This is an optimization exercise on Yosys and OpenROAD, whose aim is small area, not a production implementation. Where RTL was checked, it was by simulation tests only, not by an equivalence proof against the original. Power and IR drop assume default switching activity. No driver is modelled on the clock port, so clocking that relies on it looks cheaper here than on a real chip.

==> v3: inputs <==
## spi_dev
module spi_dev (
		input  wire        clk,
		input  wire        reset,
		input  wire [1:0]  address,
		input  wire [3:0]  byteenable,
		input  wire        chipselect,
		input  wire        read,
		output reg  [31:0] readdata,
		input  wire        write,
		input  wire [31:0] writedata,
		output wire        sclk,
		output wire        tx,
		input  wire        rx,
		output wire        cs0,
		output wire        cs1,
		output wire        cs2,
		output wire        cs3
	);
Settings: LEC_CHECK=0, CAP_MARGIN=20, CORE_MARGIN=2, CORE_UTILIZATION=60, CTS_BUF_LIST=sky130_fd_sc_hd__clkbuf_16, CTS_CLUSTER_DIAMETER=100, CTS_CLUSTER_SIZE=25, PLACE_DENSITY=0.85, SLEW_MARGIN=20; clock period 10.0 ns.
standard.sh (not shown) runs the stock make flow with config.mk's settings and CLKGATE_MAP_FILE= SYNTH_SCRIPT=/design/flow/synth_recipe.tcl, a recipe that flattens the netlist after the stock synthesis.
==> flow/flow/run.sh <==
#!/bin/bash
# The standard layout (standard.sh), with three changes:
#  - synthesis maps logic with flow/abc_area.script in place of ORFS's abc speed script
#    (synth_recipe.tcl is sourced unchanged; only the abc call's -script is swapped)
#  - clock-tree synthesis without dummy loads, with larger sink clusters of clkbuf_16
#  - port buffers are buf_1
set -euo pipefail
HERE=$PWD
cat > my_synth.tcl <<EOF
proc abc {args} {
  set i [lsearch -exact \$args -script]
  if {\$i >= 0} { lset args [expr {\$i + 1}] $HERE/flow/abc_area.script }
  yosys abc {*}\$args
}
source $HERE/synth_recipe.tcl
EOF
sed "s#SYNTH_SCRIPT=[^ ]*#SYNTH_SCRIPT=$HERE/my_synth.tcl#" standard.sh > my_standard.sh
export CTS_ARGS="-sink_clustering_enable -repair_clock_nets -dont_use_dummy_load -sink_clustering_size 30 -sink_clustering_max_diameter 100 -buf_list sky130_fd_sc_hd__clkbuf_16"
export BUFFER_PORTS_ARGS="-buffer_cell sky130_fd_sc_hd__buf_1"
bash my_standard.sh > standard.log 2>&1
==> flow/flow/abc_area.script <==
&get -n
&st
&syn2
&dch
&nf -R 1000
&st
&syn2
&dch
&nf -R 1000
&st
&syn2
&dch
&nf -R 1000
&put
topo
dnsize -c
==> v21: changes against v3 <==
==> flow/flow/abc_area.script (replaced) <==
&get -n
&st
&syn2
&dch
&nf -R 1000
&st
&syn2
&dch
&nf -R 1000
&st
&syn2
&dch
&nf -R 1000
&put
buffer -c
topo
stime -c
upsize -c
dnsize -c
CORE_UTILIZATION = 55   (was 60)
PLACE_DENSITY = 0.75   (was 0.85)
==> metrics.md <==
| Metric | Value |
|---|---|
| Outcome | timing/DRC/antenna clean |
| First-pass detailed-route iteration total | 8 |
| Slowest CP cell | nor2_2 |
| Combinational power | 2.54 mW |
| Reg-to-reg setup timing slack | slightly above 3000 ps |
| Grt met2 use | 52.5% |
| Nonclk buf count | 153 |
| Multi-input gate share of total cell area | around 22% |
| List of most frequent post-synthesis cells | edfxtp_1, a222oi_1, nand2_1 |
| Non-clock buffer share of cell area | 1.71% |
| Adder-Cell Fraction of Synth Area | 1.47% |
| Pint | about 7.8 mW |
| Avg Inst Size Synth | 16.9 µm² |
| Largest cells by area after synthesis | edfxtp_1, a222oi_1, dfrtp_1 |
Source of the figures above: v3

==> metrics.md <==
| Metric | Value |
|---|---|
| Adder-Cell Fraction of Synth Area | under 10% |
| Nonclk buf count | 155 |
| Combinational power | 2.58 mW |
| Place WS | 3050 ps |
| List of most frequent post-synthesis cells | edfxtp_1, a222oi_1, nand2_1 |
| Avg Inst Size Synth | between 15 and 20 µm² |
| Grt met2 use | 47.6% |
| Non-clock buffer share of cell area | 1.73% |
| Die X | roughly 300 µm |
| Outcome | timing/DRC/antenna clean |
| Slowest CP cell | nor2_4 |
| Reg-to-reg setup timing slack | 3860 ps |
| Most common cell after layout, fill and taps aside | edfxtp_1 |
| Pint | about 8 mW |
Source of the figures above: v21


==> inputs of 07-10 <==
spi_dev, a different RTL version from the one above (not shown whole).
==> module fifo, before the edit <==
module fifo(
	input  clk, areset,
	input  rd_in, wr_in, clr_in,
	input  [31:0] din,
	input  oe,
	output [31:0] dout,
	output reg [3:0] count,
	output full, empty, ov
	);
	reg rd_p, wr_p, clr_p, Read, Write, ClearOV;
	always @ (posedge clk)
	begin
		rd_p <= rd_in; wr_p <= wr_in; clr_p <= clr_in;
		Read <= rd_in & ~rd_p;
		Write <= wr_in & ~wr_p;
		ClearOV <= clr_in & ~clr_p;
	end
	localparam EMPTY = 2'b00, NEUTRAL = 2'b01, FULL = 2'b10, OVR = 2'b11;
	reg [1:0]  state;
	reg [3:0]  rp;
	reg [3:0]  wp;
	assign empty = state == EMPTY;
	assign full  = state[1];
	assign ov    = state == OVR;
	reg [1:0] n_state;
	reg [3:0] n_count;
	reg       n_rinc, n_winc, we_a, we_b;
	always @ (*)
	begin
		n_state = state; n_count = count; n_rinc = 1'b0; n_winc = 1'b0;
		we_a = 1'b0; we_b = 1'b0;
		case (state)
			EMPTY:
			begin
				if (Write) begin n_state = NEUTRAL; we_a = 1'b1; n_count = n_count + 1'b1; end
			end
			NEUTRAL:
			begin
				if (Read  && (n_count == 1))  begin n_state = EMPTY; n_rinc = 1'b1; n_count = n_count - 1'b1; end
				if (Write && (n_count < 14))  begin n_state = NEUTRAL; we_a = 1'b1; n_count = n_count + 1'b1; end
				if (Read  && (n_count > 1))   begin n_state = NEUTRAL; n_rinc = 1'b1; n_count = n_count - 1'b1; end
				if (Write && (n_count == 14)) begin n_state = FULL; if (we_a) we_b = 1'b1; else we_a = 1'b1; n_count = n_count + 1'b1; end
			end
			FULL:
			begin
				if (Read)  begin n_state = NEUTRAL; n_rinc = 1'b1; n_count = n_count - 1'b1; end
				if (Write) begin n_state = OVR; end
			end
			OVR:
			begin
				if (ClearOV) n_state = FULL;
			end
		endcase
	end
	always @ (posedge clk or posedge areset)
	begin
		if (areset)
		begin
			state <= EMPTY; count <= 4'd0; wp <= 4'd0; rp <= 4'd0;
		end
		else
		begin
			state <= n_state; count <= n_count;
			wp <= wp + {3'b000, we_a} + {3'b000, we_b};
			rp <= rp + n_rinc;
		end
	end
	reg [511:0] st;
	wire [15:0] wdec = 16'd1 << wp;
	wire [15:0] wen  = ({16{we_a}} & wdec) | ({16{we_b}} & {wdec[14:0], wdec[15]});
	genvar i;
	generate
		for (i = 0; i < 16; i = i + 1)
		begin : row
			always @ (posedge clk)
				if (wen[i] & ~areset) st[i*32 +: 32] <= din;
		end
	endgenerate
	wire [15:0] rsel = 16'd1 << rp;
	reg  [31:0] d;
	integer k;
	always @ (*)
	begin
		d = 32'd0;
		for (k = 0; k < 16; k = k + 1)
			d = d | (st[k*32 +: 32] & {32{rsel[k]}});
	end
	assign dout = d & {32{oe}};
endmodule
clock: 10.0 ns
lec_check: 0
cap_margin: 20
core_margin: 2
core_utilization: 40
cts_buf_list: sky130_fd_sc_hd__clkbuf_16
cts_cluster_diameter: 100
cts_cluster_size: 25
slew_margin: 20
==> flow/flow/run.sh <==
#!/bin/bash
# The standard layout (standard.sh), with three changes:
#  - synthesis maps logic with flow/abc_area.script in place of ORFS's abc speed script
#    (synth_recipe.tcl is sourced unchanged; only the abc call's -script is swapped)
#  - clock-tree synthesis without dummy loads, with larger sink clusters of clkbuf_16
#  - port buffers are buf_1
set -euo pipefail
HERE=$PWD
cat > my_synth.tcl <<EOF
proc abc {args} {
  set i [lsearch -exact \$args -script]
  if {\$i >= 0} { lset args [expr {\$i + 1}] $HERE/flow/abc_area.script }
  yosys abc {*}\$args
}
source $HERE/synth_recipe.tcl
EOF
sed "s#SYNTH_SCRIPT=[^ ]*#SYNTH_SCRIPT=$HERE/my_synth.tcl#" standard.sh > my_standard.sh
export CTS_ARGS="-sink_clustering_enable -repair_clock_nets -dont_use_dummy_load -sink_clustering_size 25 -sink_clustering_max_diameter 100 -buf_list sky130_fd_sc_hd__clkbuf_16"
export BUFFER_PORTS_ARGS="-buffer_cell sky130_fd_sc_hd__buf_1"
bash my_standard.sh > standard.log 2>&1
==> flow/flow/abc_area.script <==
&get -n
&st
&syn2
&dch
&nf -R 1000
&st
&syn2
&dch
&nf -R 1000
&st
&syn2
&dch
&nf -R 1000
&put
topo
dnsize -c
==> 01-07 (differences from 07-10) <==
--- a/flow/design.v
+++ b/flow/design.v
@@ -43,26 +43,26 @@
 	reg [24:0] bg_e;
 	reg [6:0]  bg_f;
 	reg        BAUD_CLOCK;
 	wire       bg_match = (bg_e == 25'd0);
 	wire [7:0] bg_s = {1'b0, brd[6:0]} + {1'b0, bg_f};
-	wire       bg_rst = reset | ~control[15];
-	wire [24:0] bg_x = (bg_rst | bg_match) ? brd[31:7] : bg_e;
-	wire       bg_b = ~bg_rst & ~(bg_match & bg_s[7]);
 	always @ (posedge clk)
 	begin
-		bg_e <= bg_x - {24'd0, bg_b};
-		if (bg_rst)
-		begin
+		if (reset | ~control[15])
+		begin
+			bg_e <= brd[31:7];
 			bg_f <= brd[6:0];
 			BAUD_CLOCK <= 1'b0;
 		end
 		else if (bg_match)
 		begin
+			bg_e <= brd[31:7] - {24'd0, ~bg_s[7]};
 			bg_f <= bg_s[6:0];
 			BAUD_CLOCK <= ~BAUD_CLOCK;
 		end
+		else
+			bg_e <= bg_e - 25'd1;
 	end
 	wire        TX_FIFO_READ;
 	wire [31:0] TX_data;
 	wire [31:0] RX_data_in;
 	wire [31:0] RX_rd;
@@ -242,16 +242,16 @@
 		begin : row
 			always @ (posedge clk)
 				if (wen[i] & ~areset) st[i*32 +: 32] <= din;
 		end
 	endgenerate
-	wire [15:0] rsel = 16'd1 << rp;
+	wire [15:0] rsel = (16'd1 << rp) & {16{oe}};
 	reg  [31:0] d;
 	integer k;
 	always @ (*)
 	begin
 		d = 32'd0;
 		for (k = 0; k < 16; k = k + 1)
 			d = d | (st[k*32 +: 32] & {32{rsel[k]}});
 	end
-	assign dout = d & {32{oe}};
+	assign dout = d;
 endmodule
==> flow/run.sh (new file) <==
#!/bin/bash
# synth_recipe.tcl (not shown) runs the flow's synth.tcl, then flattens the netlist and writes it again
# the make line also repeats each setting of config.mk as NAME=value (left out here)
make -C /OpenROAD-flow-scripts/flow DESIGN_CONFIG=/design/flow/config.mk WORK_HOME=/design/flow/orfs CLKGATE_MAP_FILE= SYNTH_SCRIPT=/design/flow/synth_recipe.tcl finish
Settings changed: CAP_MARGIN 20 to 10, CORE_UTILIZATION 40 to 65, SLEW_MARGIN 20 to 10.
removed: flow/flow/run.sh
removed: flow/flow/abc_area.script
removed: flow/standard.sh
==> 01-02 (differences from 07-10) <==
--- a/flow/design.v
+++ b/flow/design.v
@@ -43,26 +43,26 @@
 	reg [24:0] bg_e;
 	reg [6:0]  bg_f;
 	reg        BAUD_CLOCK;
 	wire       bg_match = (bg_e == 25'd0);
 	wire [7:0] bg_s = {1'b0, brd[6:0]} + {1'b0, bg_f};
-	wire       bg_rst = reset | ~control[15];
-	wire [24:0] bg_x = (bg_rst | bg_match) ? brd[31:7] : bg_e;
-	wire       bg_b = ~bg_rst & ~(bg_match & bg_s[7]);
 	always @ (posedge clk)
 	begin
-		bg_e <= bg_x - {24'd0, bg_b};
-		if (bg_rst)
-		begin
+		if (reset | ~control[15])
+		begin
+			bg_e <= brd[31:7];
 			bg_f <= brd[6:0];
 			BAUD_CLOCK <= 1'b0;
 		end
 		else if (bg_match)
 		begin
+			bg_e <= brd[31:7] - {24'd0, ~bg_s[7]};
 			bg_f <= bg_s[6:0];
 			BAUD_CLOCK <= ~BAUD_CLOCK;
 		end
+		else
+			bg_e <= bg_e - 25'd1;
 	end
 	wire        TX_FIFO_READ;
 	wire [31:0] TX_data;
 	wire [31:0] RX_data_in;
 	wire [31:0] RX_rd;
@@ -242,16 +242,16 @@
 		begin : row
 			always @ (posedge clk)
 				if (wen[i] & ~areset) st[i*32 +: 32] <= din;
 		end
 	endgenerate
-	wire [15:0] rsel = 16'd1 << rp;
+	wire [15:0] rsel = (16'd1 << rp) & {16{oe}};
 	reg  [31:0] d;
 	integer k;
 	always @ (*)
 	begin
 		d = 32'd0;
 		for (k = 0; k < 16; k = k + 1)
 			d = d | (st[k*32 +: 32] & {32{rsel[k]}});
 	end
-	assign dout = d & {32{oe}};
+	assign dout = d;
 endmodule
==> flow/run.sh (new file) <==
#!/bin/bash
# synth_recipe.tcl (not shown) runs the flow's synth.tcl, then flattens the netlist and writes it again
# the make line also repeats each setting of config.mk as NAME=value (left out here)
make -C /OpenROAD-flow-scripts/flow DESIGN_CONFIG=/design/flow/config.mk WORK_HOME=/design/flow/orfs CLKGATE_MAP_FILE= SYNTH_SCRIPT=/design/flow/synth_recipe.tcl finish
removed: flow/flow/run.sh
removed: flow/flow/abc_area.script
removed: flow/standard.sh
==> 01-08 (differences from 07-10) <==
--- a/flow/design.v
+++ b/flow/design.v
@@ -242,16 +242,16 @@
 		begin : row
 			always @ (posedge clk)
 				if (wen[i] & ~areset) st[i*32 +: 32] <= din;
 		end
 	endgenerate
-	wire [15:0] rsel = 16'd1 << rp;
+	wire [15:0] rsel = (16'd1 << rp) & {16{oe}};
 	reg  [31:0] d;
 	integer k;
 	always @ (*)
 	begin
 		d = 32'd0;
 		for (k = 0; k < 16; k = k + 1)
 			d = d | (st[k*32 +: 32] & {32{rsel[k]}});
 	end
-	assign dout = d & {32{oe}};
+	assign dout = d;
 endmodule
==> notes.md <==
01-02 went through all stages and came out clean. 07-10 ran to the end with no violations. 01-07 passed the timing, design-rule and antenna checks. 01-08 went through all stages and came out clean. Wire length: 01-07 is lower than 01-08 (0.81%). Global-route usage: 01-07 > 07-10 > 01-02 > 01-08. The highest sequential share of layout area belongs to 01-08, the lowest to 01-02. Against 07-10, the clock-buffer cell count of 01-02 is higher by 2. Of 01-07 and 07-10, 07-10 has the higher critical path depth (gap 16). Between 01-02 and 01-08, the lower synthesized cell count is in 01-08 (gap about 13%, measured against 01-08). The highest via count belongs to 01-07, the lowest to 07-10.
==> figures <==
Run status: 07-10 complete, no violations; 01-02 complete, no violations; 01-07 complete, no violations; 01-08 complete, no violations
Last element of the critical path: 07-10 RX_FIFO.st[248]$_DFFE_PP_; 01-02 readdata[27]; 01-07 readdata[14]; 01-08 RX_FIFO.st[204]$_DFFE_PP_
Netlist cell types: 07-10 56; 01-02 91; 01-07 91; 01-08 58
Endpoint of the most critical register-to-register path: 07-10 RX_FIFO.st[248]$_DFFE_PP_; 01-02 TX_FIFO.st[342]$_DFFE_PP_; 01-07 TX_FIFO.st[166]$_DFFE_PP_; 01-08 RX_FIFO.st[204]$_DFFE_PP_
Vias in the first global route: 07-10 26,705; 01-02 28,102; 01-07 28,749; 01-08 26,410
Overall track demand over capacity in global routing: 07-10 22.0%; 01-02 21.9%; 01-07 34.3%; 01-08 21.8%
Worst vdd rail ir drop: 07-10 208 uV; 01-02 137 uV; 01-07 170 uV; 01-08 142 uV
Area Overhead vs Synth: 07-10 10.1%; 01-02 10.2%; 01-07 8.32%; 01-08 10.0%
Total net switching power: 07-10 3900 uW; 01-02 3460 uW; 01-07 3390 uW; 01-08 3590 uW
Sequential group share of total power: 07-10 54.0%; 01-02 55.1%; 01-07 55.5%; 01-08 56.4%
Syn Inst Count: 07-10 2,744; 01-02 3,102; 01-07 3,102; 01-08 2,749
Portion of synthesized cell area occupied by the leading cell type: 07-10 68.8%; 01-02 65.6%; 01-07 65.6%; 01-08 68.9%
Data buffer area share: 07-10 1.87%; 01-02 2.71%; 01-07 2.69%; 01-08 1.74%
Placer congestion estimate: 07-10 0.805; 01-02 0.848; 01-07 0.875; 01-08 0.849
# fillers: 07-10 10,070; 01-02 10,720; 01-07 4,748; 01-08 10,173
Worst flop-to-flop path startpoint: 07-10 RX_FIFO.count[1]$_DFFE_PN0P_; 01-02 TX_FIFO.count[1]$_DFFE_PN0P_; 01-07 TX_FIFO.count[1]$_DFFE_PN0P_; 01-08 RX_FIFO.count[1]$_DFFE_PN0P_
Only the layout flow was run in 07-10; the RTL was not checked for function there.

## separate check: timing with driven ports
The flow's constraints put no driver on any port. The routed layouts listed below were extracted and timed again, unchanged, in two steps.
Step 1 (the two cells are an assumption about what drives the block):
set clk [get_ports {clk}]
set_driving_cell -lib_cell sky130_fd_sc_hd__clkbuf_16 $clk
set_driving_cell -lib_cell sky130_fd_sc_hd__buf_2 [delete_from_list [all_inputs] $clk]
Step 2 moves the port delays by t, midway between the first and last clock arrival at a register: inputs arrive t later, outputs are due t later. That takes back most of the time a late clock gives input paths.
a / b / c = no drivers / after step 1 / after step 2; a / b = the first two.
run	shift t [ns]	slack for setup (ns)	hold slack, ns	worst setup path at the end	worst data-port slew with drivers (ns)
v3	0.684	2.791 / 2.766 / 2.766	0.376 / 0.376 / 0.376	input to output	0.12
v21	0.685	3.017 / 2.993 / 2.993	0.392 / 0.392 / 0.392	input to output	0.15
07-10	0.716	3.346 / 3.346 / 3.346	0.393 / 0.393 / 0.393	register to register	0.12
01-07	0.724	1.668 / 1.569 / 1.569	0.392 / 0.392 / 0.392	input to output	0.14
01-02	0.738	1.634 / 1.518 / 1.518	0.385 / 0.385 / 0.385	input to output	0.13
01-08	0.719	2.745 / 2.708 / 2.708	0.382 / 0.382 / 0.382	input to output	0.13
After both steps every run listed still meets setup and hold. The setup slack of 01-02, which loses most, moves by -0.116 ns with the drivers and by -0.116 ns with both steps.
